Background: an optimization exercise with open tools, aiming at small area and a short achievable clock period. Do not read the settings as production practice.
Function was checked by simulation only, so behaviour that the tests miss may differ from the original.
Power figures rest on the tool's default switching activity, not on a simulated workload.

--- design/flow/flow/run.sh ---
#!/bin/bash
# Standard ORFS layout, with a stronger setup target for repair_timing.
# The SDC (clock period, I/O delays) is the standard flow's and is not changed.
set -euo pipefail
bash standard.sh SETUP_SLACK_MARGIN=6 finish > make_finish.log 2>&1
--- design/flow/standard.sh ---
#!/bin/bash
# synth_recipe.tcl (not shown) runs the flow's synth.tcl, then flattens the netlist and writes it again
# the make line also repeats each setting of config.mk as NAME=value (left out here)
make -C /OpenROAD-flow-scripts/flow DESIGN_CONFIG=/design/flow/config.mk WORK_HOME=/design/flow/orfs CLKGATE_MAP_FILE= SYNTH_SCRIPT=/design/flow/synth_recipe.tcl "${@:-finish}"
--- design/flow/config.mk ---
export PLATFORM = sky130hd
export DESIGN_NAME = risc_v_pipeline_cpu
export DESIGN_NICKNAME = risc_v_pipeline_cpu
export VERILOG_FILES = /design/flow/design.v
export SDC_FILE = /design/flow/constraint.sdc
export NUM_CORES = 4
export LEC_CHECK = 0
export CAP_MARGIN = 20
export CORE_MARGIN = 2
export CORE_UTILIZATION = 55
export CTS_CLUSTER_DIAMETER = 60
export CTS_CLUSTER_SIZE = 20
export SLEW_MARGIN = 20
export TNS_END_PERCENT = 10
--- design/flow/constraint.sdc ---
create_clock -name core_clock -period 9.0 [get_ports {clk}]
set_input_delay 1.8000 -clock core_clock [delete_from_list [all_inputs] [get_ports {clk}]]
set_output_delay 1.8000 -clock core_clock [all_outputs]
set_load 0.01 [all_outputs]
--- design/flow/design.v ---
module risc_v_pipeline_cpu(
    input clk,
    input reset,
    output [31:0] instr_addr,
    input [31:0] instruction,
    output [31:0] data_addr,
    output [31:0] data_write,
    input [31:0] data_read,
    output mem_write_en,
    output mem_read_en
);
    reg [31:0] pc;
    reg [31:0] ifid_ins;
    reg        ifid_v;
    reg        ex_rw, ex_mr, ex_mw, ex_br, ex_jp;
    reg        ex_m2r;
    reg [4:0]  ex_rd;
    reg [31:0] ex_a, ex_r2;
    reg [20:0] ex_imm;
    reg        ex_bub;
    reg        ex_fa, ex_fs, ex_bMp, ex_bMn, ex_bI, ex_bR;
    reg        ex_fa_n, ex_fs_n, ex_bMp_n, ex_bMn_n, ex_bI_n, ex_bR_n;
    reg        ex_sub, ex_arith, ex_and, ex_or, ex_xor, ex_sl, ex_sr, ex_sra;
    reg        ex_sltx, ex_slts;
    reg        ex_shM;
    reg [4:0]  ex_shX;
    reg        mm_rw, mm_mr, mm_mw, mm_tk;
    reg        mm_m2r;
    reg [4:0]  mm_rd;
    reg [31:0] mm_res, mm_sd, mm_tgt;
    reg        wb_rw;
    reg [4:0]  wb_rd;
    reg [31:0] wb_d;
    reg [32*32-1:0] rf;    
    reg        rst_q;      
    wire [6:0] op  = ifid_ins[6:0];
    wire [4:0] rs1 = ifid_ins[19:15];
    wire [4:0] rs2 = ifid_ins[24:20];
    wire [4:0] rd  = ifid_ins[11:7];
    wire [2:0] f3  = ifid_ins[14:12];
    wire       f75 = ifid_ins[30];
    wire isR    = (op == 7'b0110011);
    wire isI    = (op == 7'b0010011);
    wire isLD   = (op == 7'b0000011);
    wire isST   = (op == 7'b0100011);
    wire isB    = (op == 7'b1100011);
    wire isJAL  = (op == 7'b1101111);
    wire isJALR = (op == 7'b1100111);
    wire d_rw  = isR | isI | isLD | isJAL | isJALR;
    wire d_src = isI | isLD | isST | isJALR;
    wire flush = mm_tk | ex_jp;
    wire stall = ifid_v & ex_mr &
                 (((ex_rd == rs1) & (rs1 != 5'd0)) | ((ex_rd == rs2) & (rs2 != 5'd0)));
    reg [31:0] rf1, rf2;
    integer k;
    always @(*) begin
        rf1 = 32'd0;
        rf2 = 32'd0;
        for (k = 1; k < 32; k = k + 1) begin
            rf1 = rf1 | ({32{rs1 == k}} & rf[k*32 +: 32]);
            rf2 = rf2 | ({32{rs2 == k}} & rf[k*32 +: 32]);
        end
    end
    wire sel_ld = mm_m2r & ~reset;
    wire sel_al = ~mm_m2r & ~reset;
    wire [31:0] wb_next = ({32{sel_ld}} & data_read) | ({32{sel_al}} & mm_res);
    wire wbh1 = mm_rw & (mm_rd == rs1);
    wire wbh2 = mm_rw & (mm_rd == rs2);
    wire fa_n = ex_rw & (ex_rd == rs1);
    wire fs_n = ex_rw & (ex_rd == rs2);
    wire useF3 = op[4] & ~op[6];
    wire f3_0 = (f3 == 3'b000), f3_1 = (f3 == 3'b001), f3_2 = (f3 == 3'b010),
         f3_3 = (f3 == 3'b011), f3_4 = (f3 == 3'b100), f3_5 = (f3 == 3'b101),
         f3_6 = (f3 == 3'b110), f3_7 = (f3 == 3'b111);
    wire sub_n = useF3 & ((f3_0 & f75 & op[5]) | f3_2 | f3_3);
    wire [20:0] immI = {{9{ifid_ins[31]}}, ifid_ins[31:20]};
    wire [20:0] immS = {{9{ifid_ins[31]}}, ifid_ins[31:25], ifid_ins[11:7]};
    wire [20:0] immB = {{9{ifid_ins[31]}}, ifid_ins[7], ifid_ins[30:25], ifid_ins[11:8], 1'b0};
    wire [20:0] immJ = {ifid_ins[31], ifid_ins[19:12], ifid_ins[20], ifid_ins[30:21], 1'b0};
    wire [20:0] imm_n = isJAL ? immJ : isB ? immB : ((isST ? immS : immI) ^ {21{sub_n}});
    assign instr_addr = pc;
    always @(posedge clk or posedge reset) begin
        if (reset)
            pc <= 32'd0;
        else if (mm_tk)
            pc <= mm_tgt;
        else if (~stall | ex_jp)
            pc <= pc + 32'd4;
    end
    always @(posedge clk or posedge reset) begin
        if (reset)
            ifid_v <= 1'b0;
        else if (flush)
            ifid_v <= 1'b0;
        else if (~stall)
            ifid_v <= 1'b1;
    end
    always @(posedge clk) begin
        if (~stall)
            ifid_ins <= instruction;
    end
    always @(posedge clk or posedge reset) begin
        if (reset) begin
            ex_rw <= 1'b0; ex_mr <= 1'b0; ex_mw <= 1'b0; ex_br <= 1'b0; ex_jp <= 1'b0;
        end else if (flush) begin
            ex_rw <= 1'b0; ex_mr <= 1'b0; ex_mw <= 1'b0; ex_br <= 1'b0; ex_jp <= 1'b0;
        end else begin
            ex_rw <= ifid_v & ~stall & d_rw & (rd != 5'd0);
            ex_mr <= ifid_v & ~stall & isLD;
            ex_mw <= ifid_v & ~stall & isST;
            ex_br <= ifid_v & isB;
            ex_jp <= ifid_v & (isJAL | isJALR);
        end
    end
    always @(posedge clk) begin
        ex_m2r <= isLD;
        ex_rd  <= rd;
        ex_a   <= wbh1 ? wb_next : rf1;
        ex_r2  <= (wbh2 ? wb_next : rf2) ^ {32{sub_n}};
        ex_imm <= imm_n;
        ex_bub <= stall;
        ex_fa  <= fa_n;
        ex_fs  <= fs_n;
        ex_bMp <= ~d_src & fs_n & ~sub_n;
        ex_bMn <= ~d_src & fs_n & sub_n;
        ex_bI  <= d_src;
        ex_bR  <= ~d_src & ~fs_n;
        ex_fa_n  <= ~fa_n;
        ex_fs_n  <= ~fs_n;
        ex_bMp_n <= ~(~d_src & fs_n & ~sub_n);
        ex_bMn_n <= ~(~d_src & fs_n & sub_n);
        ex_bI_n  <= ~d_src;
        ex_bR_n  <= ~(~d_src & ~fs_n);
        ex_sub   <= sub_n;
        ex_arith <= ~useF3 | f3_0;
        ex_and   <= useF3 & f3_7;
        ex_or    <= useF3 & f3_6;
        ex_xor   <= useF3 & f3_4;
        ex_sl    <= useF3 & f3_1;
        ex_sr    <= useF3 & f3_5;
        ex_sra   <= useF3 & f3_5 & f75;
        ex_sltx  <= useF3 & (f3_2 | f3_3);
        ex_slts  <= useF3 & f3_2;
        ex_shM   <= ~d_src & fs_n;
        ex_shX   <= d_src ? ifid_ins[24:20] : (wbh2 ? wb_next[4:0] : rf2[4:0]);
    end
    wire [31:0] immA = {{20{ex_imm[11]}}, ex_imm[11:0]};
    wire [31:0] opA, sd, opB;
    assign opA[15:0]  = ex_fa ? mm_res[15:0] : ex_a[15:0];
    assign opA[31:16] = ex_fa_n ? ex_a[31:16] : mm_res[31:16];
    assign sd[15:0]   = ex_fs ? mm_res[15:0] : ex_r2[15:0];
    assign sd[31:16]  = ex_fs_n ? ex_r2[31:16] : mm_res[31:16];
    assign opB[15:0]  = ({16{ex_bMp}} & mm_res[15:0]) |
                        ({16{ex_bMn}} & ~mm_res[15:0]) |
                        ({16{ex_bI}}  & immA[15:0]) |
                        ({16{ex_bR}}  & ex_r2[15:0]);
    assign opB[31:16] = ~(({16{ex_bMp_n}} | ~mm_res[31:16]) &
                          ({16{ex_bMn_n}} | mm_res[31:16]) &
                          ({16{ex_bI_n}}  | ~immA[31:16]) &
                          ({16{ex_bR_n}}  | ~ex_r2[31:16]));
    wire ea = ex_slts & opA[31];
    wire eb = ex_slts ? opB[31] : 1'b1;
    wire [32:0] sum  = {ea, opA} + {eb, opB} + {32'd0, ex_sub};
    wire [4:0]  shamt = ex_shM ? mm_res[4:0] : ex_shX;
    wire [31:0] shl = opA << shamt;
    wire        fill = ex_sra & opA[31];
    wire [63:0] shr = {{32{fill}}, opA} >> shamt;
    wire [31:0] other = ({32{ex_and}} & (opA & opB)) |
                        ({32{ex_or}}  & (opA | opB)) |
                        ({32{ex_xor}} & (opA ^ opB)) |
                        ({32{ex_sl}}  & shl) |
                        ({32{ex_sr}}  & shr[31:0]);
    wire [31:0] res = ({32{ex_arith}} & sum[31:0]) | other |
                      {31'd0, ex_sltx & sum[32]};
    wire tk = (ex_br & (opA == sd)) | ex_jp;
    wire [31:0] t_y = {{11{ex_imm[20]}}, ex_imm};
    wire [31:0] t_z = ex_bub ? 32'hFFFFFFFC : 32'hFFFFFFF8;
    wire [31:0] t_s = pc ^ t_y ^ t_z;
    wire [31:0] t_c = {(pc[30:0] & t_y[30:0]) | (pc[30:0] & t_z[30:0]) | (t_y[30:0] & t_z[30:0]), 1'b0};
    wire [31:0] tgt = t_s + t_c;
    always @(posedge clk or posedge reset) begin
        if (reset) begin
            mm_rw <= 1'b0; mm_mr <= 1'b0; mm_mw <= 1'b0; mm_tk <= 1'b0;
        end else begin
            mm_rw <= ex_rw; mm_mr <= ex_mr; mm_mw <= ex_mw; mm_tk <= tk;
        end
    end
    always @(posedge clk) begin
        mm_m2r <= ex_m2r;
        mm_rd  <= ex_rd;
        mm_res <= res;
        mm_sd  <= sd;
        mm_tgt <= tgt;
    end
    assign data_addr    = mm_res;
    assign data_write   = mm_sd;
    assign mem_write_en = mm_mw;
    assign mem_read_en  = mm_mr;
    always @(posedge clk or posedge reset) begin
        if (reset)
            wb_rw <= 1'b0;
        else
            wb_rw <= mm_rw;
    end
    always @(posedge clk) begin
        wb_rd <= mm_rd;
        wb_d  <= wb_next;
        rst_q <= reset;
    end
    integer w;
    always @(posedge clk) begin
        for (w = 1; w < 32; w = w + 1)
            if (rst_q | (wb_rw & (wb_rd == w)))
                rf[w*32 +: 32] <= wb_d;
    end
endmodule
==> results.sh, run 1 <==
export IMPL_antenna_found_initial=12
export IMPL_cpPeakStageDelay_ns=0.49
export IMPL_tightestPinTransition_ns=1.233
export IMPL_switching_share=0.3585
export IMPL_slew_headroom=0.1774
export IMPL_synth_avg_cell_area_sq_um=12.07
export IMPL_drtIter0Drc=11850
export IMPL_core_sq_um=112500
export IMPL_syn_to_final_growth_pct=17.39
export IMPL_p_int_w=0.01290
export IMPL_final_nets=5616
export IMPL_path_buf_inv=1
export IMPL_synth_area_leaders="edfxtp_1 (49%), dfxtp_1 (8.4%), a22oi_1 (8.0%)"
export IMPL_yosysTopAreaCell="edfxtp_1"
export IMPL_finalSetupTns_ns=0
export IMPL_die_h_microns=340.6
export IMPL_slowest_stage="dfxtp_2"
export IMPL_rsz0062_at_grt="yes"
export IMPL_cp_cell_sequence="clkdlybuf4s15_2"
export IMPL_p_leak_nw=27.55
export IMPL_synth_edf_count=1024
export IMPL_synth_async_reset_ratio=0.03240
export IMPL_vias_per_cell=7.673
export IMPL_synth_nets=5356
export IMPL_ys_ff_latch=1327
export IMPL_crit_family="flip-flops"
export IMPL_seq_area_frac_synth=0.5942
export IMPL_start_util=0.5539
export IMPL_fin_util=0.6503
export IMPL_startpoint_type="flip-flop"
export IMPL_first_pass_iters=12
export IMPL_die_x_microns=340.6
export IMPL_row_count=123
export IMPL_power_density_nw_per_um2=274.9
export IMPL_cts_root_buf="clkbuf_16"
export IMPL_skew_ns=0.04683
export IMPL_worstSetupPathType="reg -> out"
export IMPL_track_usage=0.4846
export IMPL_clk_path_buf_depth=3
export IMPL_hold_violations=0
export IMPL_grt_overflow=0
export IMPL_crit_path_end_kind="output port"
export IMPL_post_route_period_util=0.3714
export IMPL_cts_tree="done"
export IMPL_crit_fanout=7
export IMPL_cp_data_required_time_ns=7.20
export IMPL_finalSetupViolCount=0
export IMPL_synth_main_ff_cell="edfxtp_1"
export IMPL_fmax_ghz=0.2992
export IMPL_cts_hold_buf=0
export IMPL_worst_ir_drop_vdd_mv=0.2164
export IMPL_placed_area_sq_um=66240
export IMPL_combPwrFrac=0.263
export IMPL_period_minus_slack_ns=3.343
export IMPL_drive_gt1_frac=0.1683
export IMPL_port_buffers=163
export IMPL_drc_errors=0
export IMPL_cts_inserted_buffers=111
export IMPL_clk_pin_slew_ns=0.08
export IMPL_worstPathArrival_ns=1.54
export IMPL_wirelength_microns=290100
export IMPL_status="finished clean"
export IMPL_ys_types=92
export IMPL_clkLatencyLatePin_ns=0.76
export IMPL_dpl_hpwl_microns=160300
export IMPL_vias=53910
export IMPL_p_seq_frac=0.473
export IMPL_netlist_area_leader_share=0.4934
export IMPL_wl_per_cell_microns=41.29
export IMPL_htree_levels=3
export IMPL_syn_area_sq_um=62320
export IMPL_stdcell_area_sq_um=73150
export IMPL_ios=164
export IMPL_max_cap_violations=0
export IMPL_synth_warning_count=1
export IMPL_switching_power_w=0.007210
export IMPL_syn_inst=5161
export IMPL_cts_sinks=1327
export IMPL_dieArea_sq_um=116000
export IMPL_place_congestion=0.9997
export IMPL_grt_pass1_vias=49820
export IMPL_grt_max_degree=68
export IMPL_hold_class="reg -> reg"
export IMPL_postRouteAntennaNets=0
export IMPL_pwr_share_clk=0.264
export IMPL_drv_slew=0
export IMPL_grt_pass1_wl_microns=392400
cell families after synthesis:
family                   after synthesis  share of synthesized area
AO/OA/AOI/OAI                       1573                     0.1894
XOR/XNOR                             125                    0.01757
adder cells (fa/ha/maj)              129                    0.02638
buffers and inverters                565                    0.03676
flip-flops                          1327                     0.5942
multiplexers                         273                    0.04799
AND/OR/NAND/NOR                     1169                    0.08766
area by class of cell:
type	instances	area (sq um)
fillers	8610	39350
flip-flops and latches	1327	37180
multi-input cells	3271	25000
repair buffers	482	4255
clock buffers	125	2872
well taps	1500	1877
clock inverters	86	1094
inverters	228	859.6
diodes	7	17.52
sequential cells by signal, summed over array words and instances (netlist names), 5 cells and up:
| register | flops |
|---|---|
| ex_a | 32 |
| ex_imm | 21 |
| ex_r2 | 32 |
| ex_rd | 5 |
| ex_shX | 5 |
| ifid_ins | 32 |
| mm_rd | 5 |
| mm_res | 32 |
| mm_sd | 32 |
| mm_tgt | 32 |
| pc | 32 |
| rf | 992 |
| wb_d | 32 |
| wb_rd | 5 |
cell usage after synthesis (26+ instances only):
cell type,n
dfrtp_1,43
nor3_1,74
nand2_1,371
a211oi_1,31
and3_1,29
a222oi_1,88
ha_1,125
a221oi_1,134
a31oi_1,31
xnor2_1,102
nor2_1,307
buf_2,81
mux2_2,57
nand3_1,119
clkbuf_1,230
nor4_1,44
nand2b_1,53
dfxtp_1,260
a21oi_1,151
nand4_1,90
edfxtp_1,1024
a22o_1,131
a22oi_1,665
o21ai_0,99
inv_1,223
o2111ai_1,26
mux2i_1,183
o21ai_1,26
final timing paths:
| kind | startpoint | to | slack (ns) | cells after the start |
|---|---|---|---|---|
| max | mm_res[2] | data_addr[2] | 5.66 | 1 |
| max reg2reg | ex_fa_n | mm_res[14] | 5.68 | 10 |
| min | ex_m2r | mm_m2r | 0.33 | 0 |
| max in group asynchronous | reset | pc[13] | 6.87 | 3 |
| min reg2reg | ex_m2r | mm_m2r | 0.33 | 0 |
| min in group asynchronous | reset | wb_rw | 1.53 | 3 |
layout by cell type, fill, tap and decap left out, types with 29 or more instances in the layout:
cell             count
edfxtp_1          1024
a22oi_1            661
nand2_1            354
buf_4              264
nor2_1             240
inv_1              215
dfxtp_1            212
mux2i_1            172
a21oi_1            141
a221oi_1           133
a22o_1             131
clkbuf_16          112
nand3_1            111
ha_1               105
xnor2_1            100
dlygate4sd2_1       92
nand4_1             90
a222oi_1            88
o21ai_0             80
clkdlybuf4s50_1     64
nor2_4              63
nor3_1              61
mux2_2              55
nand2b_1            48
nor4_1              39
dfrtp_1             33
buf_6               33
dfxtp_4             32
mux2i_4             31
o21ai_1             29
power by group through the flow:
stage	clock network [W]	logic [W]	registers [W]
global route	0.00552	0.00556	0.00959
floorplan	0	0.00279	0.00906
finish	0.00531	0.00529	0.00951
detailed placement	0	0.00457	0.00952
CTS	0.00529	0.00491	0.00941
global placement	0	0.00456	0.00951
timing repair:
| item | 4_1_cts | 5_1_grt |
|---|---|---|
| hold endpoints to repair | 0 | 0 |
| setup endpoints to repair | 229 | 254 |
| resized for setup | 394 | 105 |
| pin swaps | 52 | 48 |
| gates cloned | 2 | 1 |
| buffers inserted | 113 | 66 |
per-stage QoR:
step                hold slack (ns)  setup WS, ns  total power (W)  std cells
finish                       0.3346         5.657          0.02011       7026
global route                 0.3414         5.614          0.02067       7019
CTS                          0.3336         5.672          0.01961       6951
detailed placement           0.3178         4.754          0.01409       6625
global placement             0.3129         4.768          0.01407       6625
floorplan                    0.3096         5.070          0.01185       5161
per-layer routing:
layer,global-route usage,share of wire
met1,0.6042,0.33
met2,0.6932,0.41
met3,0.2091,0.17
met4,0.3017,0.081
met5,0.009804,0.0013
==> run 2: changes to the inputs <==
--- a/design/flow/config.mk
+++ b/design/flow/config.mk
@@ -7,8 +7,8 @@
 export LEC_CHECK = 0
 export CAP_MARGIN = 20
 export CORE_MARGIN = 2
-export CORE_UTILIZATION = 55
+export CORE_UTILIZATION = 60
 export CTS_CLUSTER_DIAMETER = 60
-export CTS_CLUSTER_SIZE = 20
+export CTS_CLUSTER_SIZE = 24
 export SLEW_MARGIN = 20
 export TNS_END_PERCENT = 10
==> results.sh, run 2 <==
export IMPL_status="finished clean"
export IMPL_clk_pin_slew_ns=0.09
export IMPL_crit_fanout=7
export IMPL_syn_inst=5161
export IMPL_fin_util=0.7088
export IMPL_synth_avg_cell_area_sq_um=12.07
export IMPL_largest_register_ffs=992
export IMPL_dieArea_sq_um=106500
export IMPL_dpl_hpwl_microns=157200
export IMPL_postRouteAntennaNets=0
export IMPL_synth_async_reset_ratio=0.03240
export IMPL_first_pass_iters=15
export IMPL_htree_levels=3
export IMPL_cts_tree="done"
export IMPL_reg2reg_from="ifid_ins[17]"
export IMPL_cts_hold_buf=0
export IMPL_worstSetupStartpoint="mm_res[3]"
export IMPL_worstPathArrival_ns=1.56
export IMPL_wirelength_microns=284400
export IMPL_crit_family="flip-flops"
export IMPL_vias=54790
export IMPL_cp_cell_sequence="dlygate4sd2_1"
export IMPL_grt_overflow=0
export IMPL_dpl_worst_slack_ns=4.749
export IMPL_startpoint_type="flip-flop"
export IMPL_synth_nets=5356
export IMPL_max_cap_violations=0
export IMPL_core_sq_um=103200
export IMPL_crit_path_end_kind="output port"
export IMPL_path_buf_inv=1
export IMPL_clk_path_buf_depth=3
export IMPL_cpPeakStageDelay_ns=0.49
export IMPL_synth_area_leaders="edfxtp_1 (49%), dfxtp_1 (8.4%), a22oi_1 (8.0%)"
export IMPL_final_nets=5623
export IMPL_drc_errors=0
export IMPL_slowest_stage="dfxtp_2"
export IMPL_period_minus_slack_ns=3.359
export IMPL_drtIter0Drc=13670
export IMPL_wl_per_cell_microns=41.09
export IMPL_syn_area_sq_um=62320
export IMPL_clkLatencyLatePin_ns=0.76
export IMPL_tightestPinTransition_ns=1.187
export IMPL_stdcell_area_sq_um=73150
export IMPL_netlist_area_leader_share=0.4934
export IMPL_port_buffers=163
export IMPL_p_leak_nw=27.62
export IMPL_post_route_period_util=0.3732
export IMPL_rsz0062_at_grt="yes"
export IMPL_seq_area_frac_synth=0.5942
export IMPL_synth_common_cells="edfxtp_1 (1024), a22oi_1 (665), nand2_1 (371)"
export IMPL_antenna_found_initial=14
export IMPL_fin_ws_ns=5.641
export IMPL_worstSetupPathType="reg -> out"
export IMPL_grt_max_degree=73
export IMPL_synth_edf_count=1024
export IMPL_final_cells=6921
export IMPL_start_util=0.6039
export IMPL_synth_main_ff_cell="edfxtp_1"
export IMPL_holdPathStages=0
export IMPL_dp_cells=6512
export IMPL_syn_to_final_growth_pct=17.38
export IMPL_nFillCells=7272
export IMPL_placed_area_sq_um=66140
export IMPL_ys_ff_latch=1327
export IMPL_cts_inserted_buffers=106
export IMPL_power_density_nw_per_um2=275.2
export IMPL_hold_violations=0
export IMPL_layout_common_cells="edfxtp_1 (1024), a22oi_1 (662), nand2_1 (357)"
export IMPL_vias_per_cell=7.916
export IMPL_track_usage=0.5152
export IMPL_reg2reg_to="ex_a[17]"
export IMPL_slew_headroom=0.2011
export IMPL_cts_sinks=1327
export IMPL_final_common_cell="edfxtp_1"
export IMPL_ios=164
export IMPL_place_congestion=1.003
export IMPL_finalSetupViolCount=0
export IMPL_top_register="rf"
export IMPL_rr_worst_depth=11
export IMPL_die_h_microns=326.3
export IMPL_cp_data_required_time_ns=7.20
export IMPL_grt_pass1_vias=50040
export IMPL_drive_gt1_frac=0.1715
export IMPL_synth_most_common_cell="edfxtp_1"
export IMPL_worst_ir_drop_vdd_mv=0.2356
export IMPL_finalSetupTns_ns=0
export IMPL_skew_ns=0.06231
export IMPL_row_count=118
export IMPL_yosysTopAreaCell="edfxtp_1"
export IMPL_grt_pass1_wl_microns=383500
export IMPL_synth_warning_count=1
export IMPL_hold_class="reg -> reg"
export IMPL_drv_slew=0
export IMPL_reg2reg_slack_ns=5.64
export IMPL_fmax_ghz=0.2977
export IMPL_die_x_microns=326.3
export IMPL_hold_start="ex_m2r"
export IMPL_cts_root_buf="clkbuf_16"
export IMPL_ys_types=92
export IMPL_min_to="mm_m2r"
run 2: cell counts after synthesis:
No cell type changed its count.
run 2: through the flow:
| stage | power [W] | hold WS, ns |
|---|---|---|
| after global routing | 0.02061 | 0.3367 |
| after floorplan | 0.01185 | 0.3096 |
| after CTS | 0.01953 | 0.3317 |
| after detailed placement | 0.01406 | 0.3146 |
| final | 0.02013 | 0.3314 |
| after global placement | 0.01402 | 0.3114 |
run 2: kinds of logic (layout without fill, tap and decap cells):
| kind of cell | count (synthesis) | count (layout) | synth area share |
|---|---|---|---|
| AOI/OAI and AO/OA | 1573 | 1573 | 0.1894 |
| buffers and inverters | 565 | 925 | 0.03676 |
| other | 0 | 19 | 0 |
| and+or+nand+nor | 1169 | 1170 | 0.08766 |
| muxes | 273 | 273 | 0.04799 |
| DFF | 1327 | 1327 | 0.5942 |
| xor gates and xnor gates | 125 | 125 | 0.01757 |
| adders and majority gates | 129 | 129 | 0.02638 |
run 2: report_power, final:
| part | internal [W] | switching, W |
|---|---|---|
| sequential | 0.00823 | 0.00125 |
| clock | 0.00261 | 0.00269 |
| combinational | 0.00205 | 0.00331 |
run 2: worst max path at each step:
stage	to	slack, ns	cells after the start
4_1_cts	data_write[14]	5.64	1
3_5_place_dp	mm_res[26]	4.75	13
2_1_floorplan	rf[640]	5.07	4
6_report	data_addr[3]	5.64	1
3_3_place_gp	mm_res[26]	4.86	13
5_1_grt	mm_res[31]	5.52	17
run 2: repair_timing:
item | in CTS | in global routing
endpoints found under the setup margin | 253 | 282
gates cloned | 2 | 2
buffers inserted | 119 | 65
pin swaps | 54 | 38
gates resized for setup | 372 | 113
hold endpoints to repair | 0 | 0
run 2: cell type report:
class / instances / area [sq um] / area share
Multi-Input combinational cell: 3270 / 24950 / 0.3410
Clock inverter: 89 / 1187 / 0.01623
Clock buffer: 113 / 2816 / 0.03850
Timing Repair Buffer: 495 / 4395 / 0.06009
Antenna cell: 19 / 47.55 / 0.0006500
Tap cell: 1380 / 1727 / 0.02360
Sequential cell: 1327 / 37170 / 0.5081
Inverter: 228 / 860.8 / 0.01177
run 2: metal layers:
metal	track usage	routed length [microns]	up-vias
met5	0.005324	420	-
met4	0.3323	26290	18
met3	0.2627	53170	1886
met2	0.7140	113400	6150
met1	0.6324	91060	25830
li1	-	-	20910
==> run 3: changes to the inputs <==
--- a/design/flow/config.mk
+++ b/design/flow/config.mk
@@ -7,8 +7,8 @@
 export LEC_CHECK = 0
 export CAP_MARGIN = 20
 export CORE_MARGIN = 2
-export CORE_UTILIZATION = 60
-export CTS_CLUSTER_DIAMETER = 60
-export CTS_CLUSTER_SIZE = 24
+export CORE_UTILIZATION = 55
+export CTS_CLUSTER_DIAMETER = 100
+export CTS_CLUSTER_SIZE = 25
 export SLEW_MARGIN = 20
 export TNS_END_PERCENT = 10
==> results.sh, run 3 <==
export IMPL_cp_cell_sequence="buf_4 -> or3b_1 -> nor2_4 -> buf_6 -> a222oi_1 -> nand3_1 -> nor3_1 -> a31oi_1 -> mux2_2"
export IMPL_rsz0062_at_grt="yes"
export IMPL_clkLatencyLatePin_ns=0.72
export IMPL_postRouteAntennaNets=0
export IMPL_reg2reg_slack_ns=5.67
export IMPL_fin_util=0.6342
export IMPL_top_register="rf"
export IMPL_drc_errors=0
export IMPL_vias_per_cell=7.719
export IMPL_finalSetupTns_ns=0
export IMPL_tightestPinTransition_ns=1.215
export IMPL_hold_start="ex_m2r"
export IMPL_drtIter0Drc=11990
export IMPL_max_cap_violations=0
export IMPL_syn_inst=5161
export IMPL_worstPathArrival_ns=3.91
export IMPL_first_pass_iters=13
export IMPL_reg2reg_to="ex_shX[1]"
export IMPL_hold_class="reg -> reg"
export IMPL_worstSetupPathType="reg -> reg"
export IMPL_port_buffers=163
export IMPL_p_leak_nw=26.66
export IMPL_slowest_stage="nor3_1"
export IMPL_status="finished clean"
export IMPL_grt_pass1_wl_microns=391800
export IMPL_synth_avg_cell_area_sq_um=12.07
export IMPL_synth_most_common_cell="edfxtp_1"
export IMPL_reg2reg_from="ifid_ins[24]"
export IMPL_row_count=123
export IMPL_cts_sinks=1327
export IMPL_worst_ir_drop_vdd_mv=0.2212
export IMPL_syn_to_final_growth_pct=14.50
export IMPL_final_common_cell="edfxtp_1"
export IMPL_finalSetupViolCount=0
export IMPL_clk_pin_slew_ns=0.10
export IMPL_die_h_microns=340.6
export IMPL_cp_data_required_time_ns=9.58
export IMPL_layout_common_cells="edfxtp_1 (1024), a22oi_1 (664), nand2_1 (358)"
export IMPL_holdPathStages=0
export IMPL_cts_hold_buf=0
export IMPL_rr_worst_depth=9
export IMPL_largest_register_ffs=992
export IMPL_seq_area_frac_synth=0.5942
export IMPL_start_util=0.5539
export IMPL_place_congestion=0.9997
export IMPL_drive_gt1_frac=0.1513
export IMPL_antenna_found_initial=17
export IMPL_synth_common_cells="edfxtp_1 (1024), a22oi_1 (665), nand2_1 (371)"
export IMPL_final_nets=5584
export IMPL_netlist_area_leader_share=0.4934
export IMPL_cts_tree="done"
export IMPL_crit_path_end_kind="flip-flop"
export IMPL_die_x_microns=340.6
export IMPL_cpPeakStageDelay_ns=0.60
export IMPL_synth_area_leaders="edfxtp_1 (49%), dfxtp_1 (8.4%), a22oi_1 (8.0%)"
export IMPL_nFillCells=8818
export IMPL_ys_ff_latch=1327
export IMPL_synth_edf_count=1024
export IMPL_hold_violations=0
export IMPL_post_route_period_util=0.3698
export IMPL_syn_area_sq_um=62320
export IMPL_synth_main_ff_cell="edfxtp_1"
export IMPL_wirelength_microns=290100
export IMPL_grt_max_degree=68
export IMPL_slew_headroom=0.1872
export IMPL_yosysTopAreaCell="edfxtp_1"
export IMPL_hold_slack_ns=0.3330
export IMPL_crit_fanout=32
export IMPL_core_sq_um=112500
export IMPL_clk_path_buf_depth=3
export IMPL_startpoint_type="flip-flop"
export IMPL_period_minus_slack_ns=3.328
export IMPL_drv_slew=0
export IMPL_wl_per_cell_microns=41.75
export IMPL_htree_levels=3
export IMPL_synth_warning_count=1
export IMPL_power_density_nw_per_um2=257.5
export IMPL_grt_pass1_vias=49270
export IMPL_fmax_ghz=0.3005
export IMPL_ios=164
export IMPL_track_usage=0.4854
export IMPL_grt_overflow=0
export IMPL_min_to="mm_m2r"
export IMPL_cts_root_buf="clkbuf_16"
export IMPL_cts_inserted_buffers=66
export IMPL_synth_nets=5356
export IMPL_vias=53650
export IMPL_ys_types=92
export IMPL_dieArea_sq_um=116000
export IMPL_skew_ns=0.04056
export IMPL_dpl_hpwl_microns=160300
export IMPL_synth_async_reset_ratio=0.03240
==> run 3: metrics by stage <==
stage | setup slack, ns | cell area [sq um] | total power, W | instances
after global routing | 5.588 | 71330 | 0.01889 | 6941
after global placement | 4.768 | 66240 | 0.01407 | 6625
final | 5.672 | 71350 | 0.01837 | 6950
after CTS | 5.708 | 70370 | 0.01785 | 6876
after detailed placement | 4.754 | 66240 | 0.01409 | 6625
after floorplan | 5.070 | 62350 | 0.01185 | 5161
==> run 3: layer usage <==
metal,GRT usage,up-vias,share of wire
li1,-,20740,-
met1,0.6071,25730,0.33
met2,0.6921,5577,0.41
met3,0.2076,1573,0.17
met4,0.3014,24,0.085
met5,0.02574,-,0.0017
==> run 3: cell type report <==
class	count	area, sq um	share of cell area
timing repair buffer	495	4425	0.06202
clock buffer	105	1841	0.02579
tap	1500	1877	0.02630
clock inverter	14	180.2	0.002525
inverter	228	859.6	0.01205
antenna	10	25.02	0.0003507
multi-input combinational	3271	24960	0.3498
sequential	1327	37190	0.5212
==> run 3: cells by family after synthesis <==
logic type | count (synthesis) | synth area share
compound gates | 1573 | 0.1894
xor+xnor | 125 | 0.01757
fa+ha+maj | 129 | 0.02638
buf+inv | 565 | 0.03676
flops | 1327 | 0.5942
mux | 273 | 0.04799
simple gates | 1169 | 0.08766
==> run 3: worst max-delay path by stage <==
stage / from / end / slack, ns
floorplan: wb_rd[2] / rf[640] / 5.07
global placement: data_read[9] / ex_r2[9] / 4.77
detailed placement: data_read[9] / ex_r2[9] / 4.75
CTS: ex_fa / mm_res[28] / 5.71
global route: ex_fa / mm_res[31] / 5.59
finish: ifid_ins[24] / ex_shX[1] / 5.67
==> run 3: critical path, delay by kind of cell, from the launching register on <==
kind            cells  cell delay (ns)
compound gates      2             0.77
buf+inv             2             0.47
flops               1             0.37
mux                 1             0.37
simple gates        4             1.21
==> run 3: report_power, final <==
group          switching [W]  internal (W)
clock                0.00210       0.00147
sequential           0.00123       0.00823
combinational        0.00332       0.00202
total                0.00665        0.0117
==> run 3: timing repair <==
item,in CTS,in global routing
buffers inserted,130,63
pin swaps,49,42
gates resized for setup,391,107
gates cloned,2,1
endpoints found under the setup margin,228,294
==> run 4: changes to the inputs <==
--- a/design/flow/design.v
+++ b/design/flow/design.v
@@ -160,16 +160,21 @@
                           ({16{ex_bR_n}}  | ~ex_r2[31:16]));
     wire ea = ex_slts & opA[31];
     wire eb = ex_slts ? opB[31] : 1'b1;
-    wire [32:0] sum  = {ea, opA} + {eb, opB} + {32'd0, ex_sub};
+    wire [33:0] sumx = {ea, opA, 1'b1} + {eb, opB, ex_sub};
+    wire [32:0] sum  = sumx[33:1];
     wire [4:0]  shamt = ex_shM ? mm_res[4:0] : ex_shX;
-    wire [31:0] shl = opA << shamt;
-    wire        fill = ex_sra & opA[31];
-    wire [63:0] shr = {{32{fill}}, opA} >> shamt;
+    function [31:0] rev32(input [31:0] x);
+        integer j;
+        for (j = 0; j < 32; j = j + 1) rev32[j] = x[31 - j];
+    endfunction
+    wire [31:0] sh_in = ex_sl ? rev32(opA) : opA;
+    wire        fill  = ex_sra & opA[31];
+    wire [63:0] shr   = {{32{fill}}, sh_in} >> shamt;
+    wire [31:0] sh_out = ex_sl ? rev32(shr[31:0]) : shr[31:0];
     wire [31:0] other = ({32{ex_and}} & (opA & opB)) |
                         ({32{ex_or}}  & (opA | opB)) |
                         ({32{ex_xor}} & (opA ^ opB)) |
-                        ({32{ex_sl}}  & shl) |
-                        ({32{ex_sr}}  & shr[31:0]);
+                        ({32{ex_sl | ex_sr}} & sh_out);
     wire [31:0] res = ({32{ex_arith}} & sum[31:0]) | other |
                       {31'd0, ex_sltx & sum[32]};
     wire tk = (ex_br & (opA == sd)) | ex_jp;
--- a/design/flow/config.mk
+++ b/design/flow/config.mk
@@ -8,7 +8,7 @@
 export CAP_MARGIN = 20
 export CORE_MARGIN = 2
 export CORE_UTILIZATION = 55
-export CTS_CLUSTER_DIAMETER = 100
-export CTS_CLUSTER_SIZE = 25
+export CTS_CLUSTER_DIAMETER = 60
+export CTS_CLUSTER_SIZE = 20
 export SLEW_MARGIN = 20
 export TNS_END_PERCENT = 10
==> results.sh, run 4 <==
export IMPL_hold_slack_ns=0.3291
export IMPL_cts_inserted_buffers=111
export IMPL_p_int_w=0.01305
export IMPL_grt_pass1_wl_microns=386000
export IMPL_ys_ff_latch=1327
export IMPL_power_density_nw_per_um2=276.5
export IMPL_final_nets=5384
export IMPL_hold_violations=0
export IMPL_clk_path_buf_depth=3
export IMPL_wl_per_cell_microns=42.32
export IMPL_worst_ir_drop_vdd_mv=0.1991
export IMPL_grt_overflow=0
export IMPL_p_seq_frac=0.474
export IMPL_cp_data_required_time_ns=9.68
export IMPL_postRouteAntennaNets=0
export IMPL_syn_area_sq_um=61480
export IMPL_top_register="rf"
export IMPL_rsz0062_at_grt="yes"
export IMPL_finalSetupViolCount=0
export IMPL_ys_types=82
export IMPL_seq_area_frac_synth=0.6023
export IMPL_switching_share=0.3529
export IMPL_port_buffers=163
export IMPL_fmax_ghz=0.2874
export IMPL_combPwrFrac=0.262
export IMPL_slowest_stage="nor2_4"
export IMPL_synth_edf_count=1024
export IMPL_crit_family="simple AND/OR/NAND/NOR gates"
export IMPL_grt_pass1_vias=48800
export IMPL_place_congestion=0.9961
export IMPL_grt_max_degree=65
export IMPL_reg2reg_slack_ns=5.52
export IMPL_reg2reg_from="ifid_ins[16]"
export IMPL_crit_path_end_kind="flip-flop"
export IMPL_crit_fanout=19
export IMPL_antenna_found_initial=11
export IMPL_core_sq_um=110800
export IMPL_die_h_microns=338.3
export IMPL_largest_register_ffs=992
export IMPL_hold_class="reg -> reg"
export IMPL_slew_headroom=0.1782
export IMPL_status="finished clean"
export IMPL_period_minus_slack_ns=3.480
export IMPL_synth_async_reset_ratio=0.03240
export IMPL_rr_worst_depth=8
export IMPL_cp_cell_sequence="nand2b_2 -> nor2_4 -> buf_4 -> a22o_1 -> a221oi_1 -> nand4_1 -> nor3_1 -> a21oi_1"
export IMPL_worstPathArrival_ns=4.16
export IMPL_row_count=122
export IMPL_reg2reg_to="ex_a[15]"
export IMPL_synth_nets=5094
export IMPL_clk_pin_slew_ns=0.08
export IMPL_startpoint_type="flip-flop"
export IMPL_tightestPinTransition_ns=1.230
export IMPL_die_x_microns=338.3
export IMPL_cts_root_buf="clkbuf_16"
export IMPL_synth_area_leaders="edfxtp_1 (50%), dfxtp_1 (8.5%), a22oi_1 (5.7%)"
export IMPL_syn_inst=4900
export IMPL_p_leak_nw=26.73
export IMPL_track_usage=0.4809
export IMPL_htree_levels=3
export IMPL_start_util=0.5548
export IMPL_dpl_hpwl_microns=159300
export IMPL_netlist_area_leader_share=0.5002
export IMPL_cpPeakStageDelay_ns=0.89
export IMPL_pwr_share_clk=0.264
export IMPL_worstSetupPathType="reg -> reg"
export IMPL_layout_common_cells="edfxtp_1 (1024), a22oi_1 (463), buf_4 (270)"
export IMPL_holdPathStages=0
export IMPL_synth_common_cells="edfxtp_1 (1024), a22oi_1 (464), nor2_1 (284)"
export IMPL_wirelength_microns=287000
export IMPL_min_to="mm_m2r"
export IMPL_dieArea_sq_um=114500
export IMPL_post_route_period_util=0.3866
export IMPL_cts_tree="done"
export IMPL_cts_sinks=1327
export IMPL_drive_gt1_frac=0.1928
export IMPL_drc_errors=0
export IMPL_synth_most_common_cell="edfxtp_1"
export IMPL_drtIter0Drc=12410
export IMPL_vias_per_cell=7.856
export IMPL_drv_slew=0
export IMPL_hold_start="ex_m2r"
export IMPL_dpl_worst_slack_ns=4.753
export IMPL_ios=164
export IMPL_finalSetupTns_ns=0
export IMPL_synth_avg_cell_area_sq_um=12.55
export IMPL_final_common_cell="edfxtp_1"
export IMPL_vias=53270
export IMPL_syn_to_final_growth_pct=18.62
export IMPL_first_pass_iters=13
export IMPL_clkLatencyLatePin_ns=0.78
export IMPL_fin_ws_ns=5.520
export IMPL_max_cap_violations=0
export IMPL_synth_main_ff_cell="edfxtp_1"
export IMPL_synth_warning_count=1
export IMPL_skew_ns=0.07798
export IMPL_path_buf_inv=1
export IMPL_switching_power_w=0.007117
export IMPL_yosysTopAreaCell="edfxtp_1"
==> run 4: logic make-up (layout without fill, tap and decap cells) <==
logic type	count (synthesis)	after routing	synth area share
AND/OR/NAND/NOR	976	978	0.07721
other	0	7	0
flip-flops	1327	1327	0.6023
XOR/XNOR	111	111	0.01581
multiplexers	243	243	0.05102
buffers and inverters	537	921	0.03403
AO/OA/AOI/OAI	1578	1578	0.1932
adder cells (fa/ha/maj)	128	128	0.02642
==> run 4: stage by stage <==
step	instance area (sq um)	std cells	utilization	total power [W]
finish	72930	6781	0.6581	0.02017
global route	72910	6774	0.6579	0.02070
CTS	71550	6694	0.6456	0.01962
detailed placement	65660	6375	0.5924	0.01402
global placement	65570	6372	0.5917	0.01400
floorplan	61570	4900	-	0.01172
==> run 4: power groups by stage <==
stage	clock, W	combinational, W	sequential [W]
floorplan	0	0.00267	0.00906
global placement	0	0.00444	0.00957
detailed placement	0	0.00445	0.00957
CTS	0.00529	0.00487	0.00945
global route	0.00554	0.00553	0.00963
finish	0.00533	0.00529	0.00955
==> run 4: layout make-up <==
| class | count | area [sq um] |
|---|---|---|
| tap | 1488 | 1862 |
| clock inverter | 82 | 1059 |
| fill | 8304 | 37900 |
| sequential | 1327 | 37200 |
| multi-input combinational | 3038 | 24330 |
| timing repair buffer | 506 | 4731 |
| antenna | 7 | 17.52 |
| clock buffer | 127 | 2933 |
| inverter | 206 | 787.0 |
==> run 4: repair_timing <==
action	CTS	global route
cloned	3	5
setup endpoints to repair	217	241
hold buffers	0	0
resized for setup	394	173
pin swaps	50	69
setup buffers	107	75
==> run 4: worst max path at each step <==
stage	cells past startpoint	end	from	slack (ns)
global placement	12	mm_res[29]	ex_fa	4.74
detailed placement	12	mm_res[29]	ex_fa	4.75
floorplan	14	mm_res[29]	ex_fa	5.84
CTS	10	mm_res[13]	ex_fa	5.69
global route	14	mm_res[20]	ex_fa	5.55
finish	8	ex_a[15]	ifid_ins[16]	5.52
==> run 4: layer usage <==
layer / up-vias / part of all wire / GRT usage
met1: 25440 / 0.33 / 0.6008
li1: 20240 / - / -
met3: 1671 / 0.17 / 0.2152
met4: 12 / 0.091 / 0.3146
met2: 5904 / 0.40 / 0.6724
met5: - / 0.0012 / 0.01792
==> run 4: worst reg2reg max path, cell delays in order (launching register included) <==
cell      delay (ns)
edfxtp_1        0.53
nand2b_2        0.45
nor2_4          0.90
buf_4           0.68
a22o_1          0.26
a221oi_1        0.06
nand4_1         0.18
nor3_1          0.14
a21oi_1         0.21
==> run 5: changes to the inputs <==
--- a/design/flow/design.v
+++ b/design/flow/design.v
@@ -16,8 +16,8 @@
     reg        ex_m2r;
     reg [4:0]  ex_rd;
     reg [31:0] ex_a, ex_r2;
-    reg [20:0] ex_imm;
-    reg        ex_bub;
+    reg [11:0] ex_imm;     
+    reg [21:0] ex_toff;    
     reg        ex_fa, ex_fs, ex_bMp, ex_bMn, ex_bI, ex_bR;
     reg        ex_fa_n, ex_fs_n, ex_bMp_n, ex_bMn_n, ex_bI_n, ex_bR_n;
     reg        ex_sub, ex_arith, ex_and, ex_or, ex_xor, ex_sl, ex_sr, ex_sra;
@@ -77,7 +77,11 @@
     wire [20:0] immS = {{9{ifid_ins[31]}}, ifid_ins[31:25], ifid_ins[11:7]};
     wire [20:0] immB = {{9{ifid_ins[31]}}, ifid_ins[7], ifid_ins[30:25], ifid_ins[11:8], 1'b0};
     wire [20:0] immJ = {ifid_ins[31], ifid_ins[19:12], ifid_ins[20], ifid_ins[30:21], 1'b0};
-    wire [20:0] imm_n = isJAL ? immJ : isB ? immB : ((isST ? immS : immI) ^ {21{sub_n}});
+    wire [11:0] imm_n = (isST ? immS[11:0] : immI[11:0]) ^ {12{sub_n}};
+    wire [21:0] timm  = isJAL ? {immJ[20], immJ} : isB ? {immB[20], immB} : {immI[20], immI};
+    wire [21:0] toff8 = timm - 22'd8;
+    wire [21:0] toff4 = timm - 22'd4;
+    wire [21:0] toff  = stall ? toff4 : toff8;
     assign instr_addr = pc;
     always @(posedge clk or posedge reset) begin
         if (reset)
@@ -117,8 +121,8 @@
         ex_rd  <= rd;
         ex_a   <= wbh1 ? wb_next : rf1;
         ex_r2  <= (wbh2 ? wb_next : rf2) ^ {32{sub_n}};
-        ex_imm <= imm_n;
-        ex_bub <= stall;
+        ex_imm  <= imm_n;
+        ex_toff <= toff;
         ex_fa  <= fa_n;
         ex_fs  <= fs_n;
         ex_bMp <= ~d_src & fs_n & ~sub_n;
@@ -178,11 +182,7 @@
     wire [31:0] res = ({32{ex_arith}} & sum[31:0]) | other |
                       {31'd0, ex_sltx & sum[32]};
     wire tk = (ex_br & (opA == sd)) | ex_jp;
-    wire [31:0] t_y = {{11{ex_imm[20]}}, ex_imm};
-    wire [31:0] t_z = ex_bub ? 32'hFFFFFFFC : 32'hFFFFFFF8;
-    wire [31:0] t_s = pc ^ t_y ^ t_z;
-    wire [31:0] t_c = {(pc[30:0] & t_y[30:0]) | (pc[30:0] & t_z[30:0]) | (t_y[30:0] & t_z[30:0]), 1'b0};
-    wire [31:0] tgt = t_s + t_c;
+    wire [31:0] tgt = pc + {{10{ex_toff[21]}}, ex_toff};
     always @(posedge clk or posedge reset) begin
         if (reset) begin
             mm_rw <= 1'b0; mm_mr <= 1'b0; mm_mw <= 1'b0; mm_tk <= 1'b0;
==> results.sh, run 5 <==
export IMPL_status="finished clean"
export IMPL_synth_edf_count=1024
export IMPL_grt_max_degree=65
export IMPL_seq_area_frac_synth=0.6039
export IMPL_hold_violations=0
export IMPL_reg2reg_from="ifid_ins[22]"
export IMPL_nFillCells=8364
export IMPL_layout_common_cells="edfxtp_1 (1024), a22oi_1 (421), buf_4 (271)"
export IMPL_min_to="mm_m2r"
export IMPL_worstSetupPathType="reg -> reg"
export IMPL_syn_area_sq_um=61720
export IMPL_reg2reg_slack_ns=5.57
export IMPL_dpl_hpwl_microns=158700
export IMPL_cpPeakStageDelay_ns=0.68
export IMPL_finalSetupTns_ns=0
export IMPL_antenna_found_initial=13
export IMPL_fmax_ghz=0.2912
export IMPL_rr_worst_depth=10
export IMPL_total_power_w=0.01955
export IMPL_post_route_period_util=0.3816
export IMPL_final_common_cell="edfxtp_1"
export IMPL_drive_gt1_frac=0.1899
export IMPL_final_cells=6783
export IMPL_cts_sinks=1339
export IMPL_cp_cell_sequence="or3b_2 -> nor2_4 -> buf_8 -> buf_6 -> a22o_1 -> a221oi_1 -> nand4_1 -> or3_1 -> o21ai_0 -> xnor2_1"
export IMPL_worstSetupStartpoint="ifid_ins[22]"
export IMPL_htree_levels=3
export IMPL_final_nets=5362
export IMPL_start_util=0.5561
export IMPL_dieArea_sq_um=114900
export IMPL_synth_most_common_cell="edfxtp_1"
export IMPL_first_pass_iters=14
export IMPL_synth_warning_count=1
export IMPL_slew_headroom=0.1324
export IMPL_top_register="rf"
export IMPL_grt_overflow=0
export IMPL_netlist_area_leader_share=0.4982
export IMPL_synth_avg_cell_area_sq_um=12.58
export IMPL_synth_main_ff_cell="edfxtp_1"
export IMPL_synth_common_cells="edfxtp_1 (1024), a22oi_1 (422), nor2_1 (284)"
export IMPL_clkLatencyLatePin_ns=0.77
export IMPL_max_cap_violations=0
export IMPL_largest_register_ffs=992
export IMPL_clk_path_buf_depth=3
export IMPL_port_buffers=163
export IMPL_vias=53370
export IMPL_power_density_nw_per_um2=268.4
export IMPL_rsz0062_at_grt="yes"
export IMPL_startpoint_type="flip-flop"
export IMPL_syn_to_final_growth_pct=18.06
export IMPL_synth_async_reset_ratio=0.03211
export IMPL_dpl_worst_slack_ns=4.350
export IMPL_die_h_microns=339.0
export IMPL_drtIter0Drc=11830
export IMPL_syn_inst=4906
export IMPL_crit_path_end_kind="flip-flop"
export IMPL_grt_pass1_wl_microns=388400
export IMPL_row_count=122
export IMPL_synth_nets=5073
export IMPL_hold_start="ex_m2r"
export IMPL_cts_inserted_buffers=106
export IMPL_core_sq_um=111000
export IMPL_reg2reg_to="ex_r2[7]"
export IMPL_die_x_microns=339.0
export IMPL_slowest_stage="or3b_2"
export IMPL_cp_data_required_time_ns=9.61
export IMPL_crit_fanout=19
export IMPL_clk_pin_slew_ns=0.09
export IMPL_wirelength_microns=287300
export IMPL_ys_ff_latch=1339
export IMPL_cts_tree="done"
export IMPL_postRouteAntennaNets=0
export IMPL_period_minus_slack_ns=3.434
export IMPL_hold_class="reg -> reg"
export IMPL_fin_ws_ns=5.566
export IMPL_track_usage=0.4839
export IMPL_wl_per_cell_microns=42.35
export IMPL_holdPathStages=0
export IMPL_p_leak_nw=26.25
export IMPL_grt_pass1_vias=49110
export IMPL_synth_area_leaders="edfxtp_1 (50%), dfxtp_1 (8.8%), a22oi_1 (5.1%)"
export IMPL_cts_root_buf="clkbuf_16"
export IMPL_ios=164
export IMPL_vias_per_cell=7.868
export IMPL_ys_types=84
export IMPL_skew_ns=0.07096
export IMPL_tightestPinTransition_ns=1.297
export IMPL_worstPathArrival_ns=4.04
export IMPL_worst_ir_drop_vdd_mv=0.2204
export IMPL_drv_slew=0
export IMPL_dp_cells=6369
export IMPL_drc_errors=0
export IMPL_place_congestion=1.008
export IMPL_yosysTopAreaCell="edfxtp_1"
export IMPL_finalSetupViolCount=0
[run 5: changes by cell type after synthesis, moves of 19 or more]
cell	change
a21oi_1	+29
a221oi_1	+29
a22o_1	+27
a22oi_1	-42
ha_1	-26
inv_1	-92
nand2_1	+20
nor3_1	+19
o21ai_0	-21
o21ai_1	+28
[run 5: worst max-delay path, delay by kind of cell, from the launching register on]
family	cells	cell delay, ns
flip-flops	1	0.57
AO/OA/AOI/OAI	3	0.50
AND/OR/NAND/NOR	4	1.32
XOR/XNOR	1	0.19
buffers and inverters	2	0.69
[run 5: power by group]
part	switching (W)	internal, W	total (W)	leakage [nW]
Clock	0.00253	0.00256	0.00509	1.80
Sequential	0.00127	0.00831	0.00958	13.3
Combinational	0.00301	0.00187	0.00488	11.2
Total	0.00682	0.0127	0.0196	26.2
[run 5: worst max path at each step]
stage               slack (ns)  cells past startpoint      endpoint
finish                    5.57                     10      ex_r2[7]
global route              5.48                     12    mm_res[28]
CTS                       5.61                      1  data_addr[2]
detailed placement        4.35                     13    mm_res[28]
global placement          4.45                     13    mm_res[28]
floorplan                 5.07                      4       rf[640]
[run 5: repair_timing]
action / 4_1_cts / 5_1_grt
resized for setup: 396 / 110
pin swaps: 42 / 38
cloned: 3 / 0
hold buffers: 0 / 0
hold endpoints to repair: 0 / 0
buffers inserted: 130 / 72
endpoints found under the setup margin: 265 / 341
[run 5: metal layers]
layer	global-route usage	vias up	wire (microns)
li1	-	20440	-
met1	0.6012	25590	95130
met2	0.6737	5672	115600
met3	0.2361	1642	51380
met5	0.01792	-	679
met4	0.2977	26	24520
[run 5: area by class of cell]
type / count / area [sq um] / share of cell area
Sequential cell: 1339 / 37430 / 0.5137
Multi-Input combinational cell: 3122 / 24740 / 0.3395
Timing Repair Buffer: 513 / 4644 / 0.06374
Clock buffer: 127 / 2775 / 0.03809
Tap cell: 1488 / 1862 / 0.02555
Clock inverter: 73 / 969.7 / 0.01331
Inverter: 113 / 427.9 / 0.005873
Antenna cell: 8 / 20.02 / 0.0002747
[run 5: stage by stage]
stage	area, sq um	hold slack, ns	utilization
global placement	65760	0.3123	0.5926
detailed placement	65760	0.3120	0.5926
CTS	71750	0.3293	0.6465
finish	72860	0.3258	0.6566
global route	72850	0.3267	0.6564
floorplan	61750	0.3096	-
[run 5: cells by family after synthesis]
| family | count (synthesis) | synth area share |
|---|---|---|
| xor+xnor | 141 | 0.02001 |
| buf+inv | 446 | 0.02844 |
| fa+ha+maj | 101 | 0.02072 |
| compound gates | 1584 | 0.1930 |
| mux | 246 | 0.05121 |
| simple gates | 1049 | 0.08275 |
| flops | 1339 | 0.6039 |
==> run 6: changes to the inputs <==
--- a/design/flow/config.mk
+++ b/design/flow/config.mk
@@ -9,6 +9,6 @@
 export CORE_MARGIN = 2
 export CORE_UTILIZATION = 55
 export CTS_CLUSTER_DIAMETER = 60
-export CTS_CLUSTER_SIZE = 20
+export CTS_CLUSTER_SIZE = 24
 export SLEW_MARGIN = 20
 export TNS_END_PERCENT = 10
==> results.sh, run 6 <==
export IMPL_drc_errors=0
export IMPL_synth_nets=5073
export IMPL_syn_area_sq_um=61720
export IMPL_grt_max_degree=65
export IMPL_worstSetupStartpoint="ifid_ins[23]"
export IMPL_worstSetupPathType="reg -> reg"
export IMPL_final_common_cell="edfxtp_1"
export IMPL_row_count=122
export IMPL_multi_input_area_sq_um=24820
export IMPL_status="finished clean"
export IMPL_p_leak_nw=26.33
export IMPL_seq_area_frac_synth=0.6039
export IMPL_dieArea_sq_um=114900
export IMPL_period_minus_slack_ns=3.478
export IMPL_wl_per_cell_microns=42.33
export IMPL_top_register="rf"
export IMPL_reg2reg_from="ifid_ins[23]"
export IMPL_place_congestion=1.008
export IMPL_drv_slew=0
export IMPL_grt_pass1_wl_microns=388600
export IMPL_ios=164
export IMPL_hold_start="ex_m2r"
export IMPL_htree_levels=3
export IMPL_wl_met1_microns=96300
export IMPL_clk_path_buf_depth=3
export IMPL_track_usage=0.4841
export IMPL_cts_sinks=1339
export IMPL_finalSetupViolCount=0
export IMPL_routed_wl_met2_microns=116200
export IMPL_ys_ff_latch=1339
export IMPL_layout_common_cells="edfxtp_1 (1024), a22oi_1 (421), buf_4 (281)"
export IMPL_hold_slack_ns=0.3220
export IMPL_worstPathArrival_ns=4.10
export IMPL_cts_hold_buf=0
export IMPL_vias_per_cell=7.888
export IMPL_syn_inst=4906
export IMPL_synth_common_cells="edfxtp_1 (1024), a22oi_1 (422), nor2_1 (284)"
export IMPL_tightestPinTransition_ns=1.237
export IMPL_startpoint_type="flip-flop"
export IMPL_synth_warning_count=1
export IMPL_synth_most_common_cell="edfxtp_1"
export IMPL_cts_inserted_buffers=105
export IMPL_skew_ns=0.07800
export IMPL_top_layer_used="met5"
export IMPL_first_pass_iters=14
export IMPL_dpl_hpwl_microns=158700
export IMPL_worst_ir_drop_vdd_mv=0.2502
export IMPL_synth_edf_count=1024
export IMPL_ys_types=84
export IMPL_yosysTopAreaCell="edfxtp_1"
export IMPL_port_buffers=163
export IMPL_dp_cells=6369
export IMPL_clk_pin_slew_ns=0.09
export IMPL_final_cells=6794
export IMPL_power_density_nw_per_um2=269.8
export IMPL_largest_register_ffs=992
export IMPL_final_nets=5368
export IMPL_seqCellArea_sq_um=37430
export IMPL_clkLatencyLatePin_ns=0.78
export IMPL_cts_root_buf="clkbuf_16"
export IMPL_post_route_period_util=0.3865
export IMPL_netlist_area_leader_share=0.4982
export IMPL_rsz0062_at_grt="yes"
export IMPL_core_sq_um=111000
export IMPL_syn_to_final_growth_pct=18.45
export IMPL_wirelength_microns=287600
export IMPL_max_cap_violations=0
export IMPL_start_util=0.5561
export IMPL_die_x_microns=339.0
export IMPL_slew_headroom=0.1726
export IMPL_wl_met3_microns=50760
export IMPL_grt_pass1_vias=49070
export IMPL_cts_tree="done"
export IMPL_die_h_microns=339.0
export IMPL_cp_data_required_time_ns=9.62
export IMPL_synth_main_ff_cell="edfxtp_1"
export IMPL_grt_overflow=0
export IMPL_postRouteAntennaNets=0
export IMPL_crit_path_end_kind="flip-flop"
export IMPL_drive_gt1_frac=0.1938
export IMPL_drtIter0Drc=12310
export IMPL_synth_area_leaders="edfxtp_1 (50%), dfxtp_1 (8.8%), a22oi_1 (5.1%)"
export IMPL_fmax_ghz=0.2875
export IMPL_antenna_found_initial=12
export IMPL_nFillCells=8346
export IMPL_synth_avg_cell_area_sq_um=12.58
export IMPL_crit_fanout=19
export IMPL_finalSetupTns_ns=0
export IMPL_vias=53590
export IMPL_synth_async_reset_ratio=0.03211
export IMPL_hold_violations=0
export IMPL_hold_class="reg -> reg"
## run 6: cell counts after synthesis
No cell type changed its count.
## run 6: path summary, 6_finish.rpt
check                            to  slack [ns]  cells after the start
max                        ex_r2[7]        5.52                     11
min                          mm_m2r        0.32                      0
max reg2reg                ex_r2[7]        5.52                     11
min reg2reg                  mm_m2r        0.32                      0
max in group asynchronous     pc[2]        6.90                      3
min in group asynchronous     mm_rw        1.51                      3
## run 6: routing by layer
metal | track usage | vias to the layer above
met5 | 0.009167 | -
met4 | 0.2926 | 20
met3 | 0.2327 | 1642
met2 | 0.6762 | 5776
met1 | 0.6049 | 25700
li1 | - | 20460
## run 6: worst max-delay path, cell delays in order, from the launching register on
cell	delay [ns]
edfxtp_1	0.52
buf_2	0.23
or3b_2	0.60
nor2_4	0.14
buf_8	0.34
buf_6	0.34
a22o_1	0.20
a221oi_1	0.06
nand4_1	0.14
or3_1	0.33
o21ai_0	0.23
xnor2_1	0.18
## run 6: final cells by class
| class | count | area share |
|---|---|---|
| Antenna cell | 13 | 0.0004450 |
| Clock buffer | 111 | 0.03639 |
| Clock inverter | 88 | 0.01660 |
| Inverter | 113 | 0.005888 |
| Multi-Input combinational cell | 3123 | 0.3395 |
| Sequential cell | 1339 | 0.5120 |
| Tap cell | 1488 | 0.02547 |
| Timing Repair Buffer | 519 | 0.06377 |
## run 6: cell families after synthesis
kind of cell / count (synthesis) / share of synthesized area
adders and majority gates: 101 / 0.02072
buffers and inverters: 446 / 0.02844
DFF: 1339 / 0.6039
and+or+nand+nor: 1049 / 0.08275
muxes: 246 / 0.05121
AOI/OAI and AO/OA: 1584 / 0.1930
xor gates and xnor gates: 141 / 0.02001
## run 6: timing repair
| item | 4_1_cts | 5_1_grt |
|---|---|---|
| cloned | 3 | 1 |
| gates resized for setup | 393 | 125 |
| endpoints found under the setup margin | 265 | 326 |
| pin swaps | 44 | 40 |
| buffers inserted | 128 | 80 |
## run 6: where the power goes
part           switching (W)  total [W]  internal, W
sequential           0.00127    0.00958      0.00831
combinational        0.00303    0.00492      0.00189
clock                0.00264    0.00522      0.00258
total                0.00694     0.0197       0.0128
## run 6: through the flow
stage               cell area, sq um  total power (W)    util  setup slack, ns
floorplan                      61750          0.01152       -            5.070
finish                         73100          0.01972  0.6587            5.522
CTS                            71820          0.01920  0.6471            5.612
global placement               65760          0.01367  0.5926            4.448
detailed placement             65760          0.01369  0.5926            4.350
global route                   73070          0.02020  0.6585            5.514

-- afterwards: timing with drivers on the ports --
How much do the figures lean on ideal ports? The routed layouts below were timed once more, with nothing changed but the port constraints.
Step 1, drivers: a clkbuf_16 drives clk and a buf_2 each remaining input, both assumed.
Step 2 moves the port delays by t, midway between the first and last clock arrival at a register: inputs arrive t later, outputs are due t later. That takes back most of the time a late clock gives input paths.
Slacks: ideal / step 1 / step 2; pairs: ideal / step 1.
| run | t, ns | slack for setup (ns) | worst setup path after step 2 | slew at the worst register clock pin (ns) |
|---|---|---|---|---|
| run 1 | 0.810 | 5.657 / 5.584 / 4.988 | input to register | 0.09 / 0.09 |
| run 2 | 0.803 | 5.641 / 5.565 / 5.040 | input to register | 0.10 / 0.10 |
| run 3 | 0.777 | 5.672 / 5.636 / 5.109 | input to register | 0.11 / 0.11 |
| run 4 | 0.813 | 5.520 / 5.520 / 5.107 | input to register | 0.09 / 0.09 |
| run 5 | 0.814 | 5.566 / 5.509 / 4.857 | input to register | 0.09 / 0.09 |
| run 6 | 0.830 | 5.522 / 5.518 / 4.921 | input to register | 0.09 / 0.09 |
After both steps setup and hold are still met in every run listed. For run 5, which loses most, drivers alone change the setup slack by -0.057 ns; drivers and shift together by -0.709 ns.
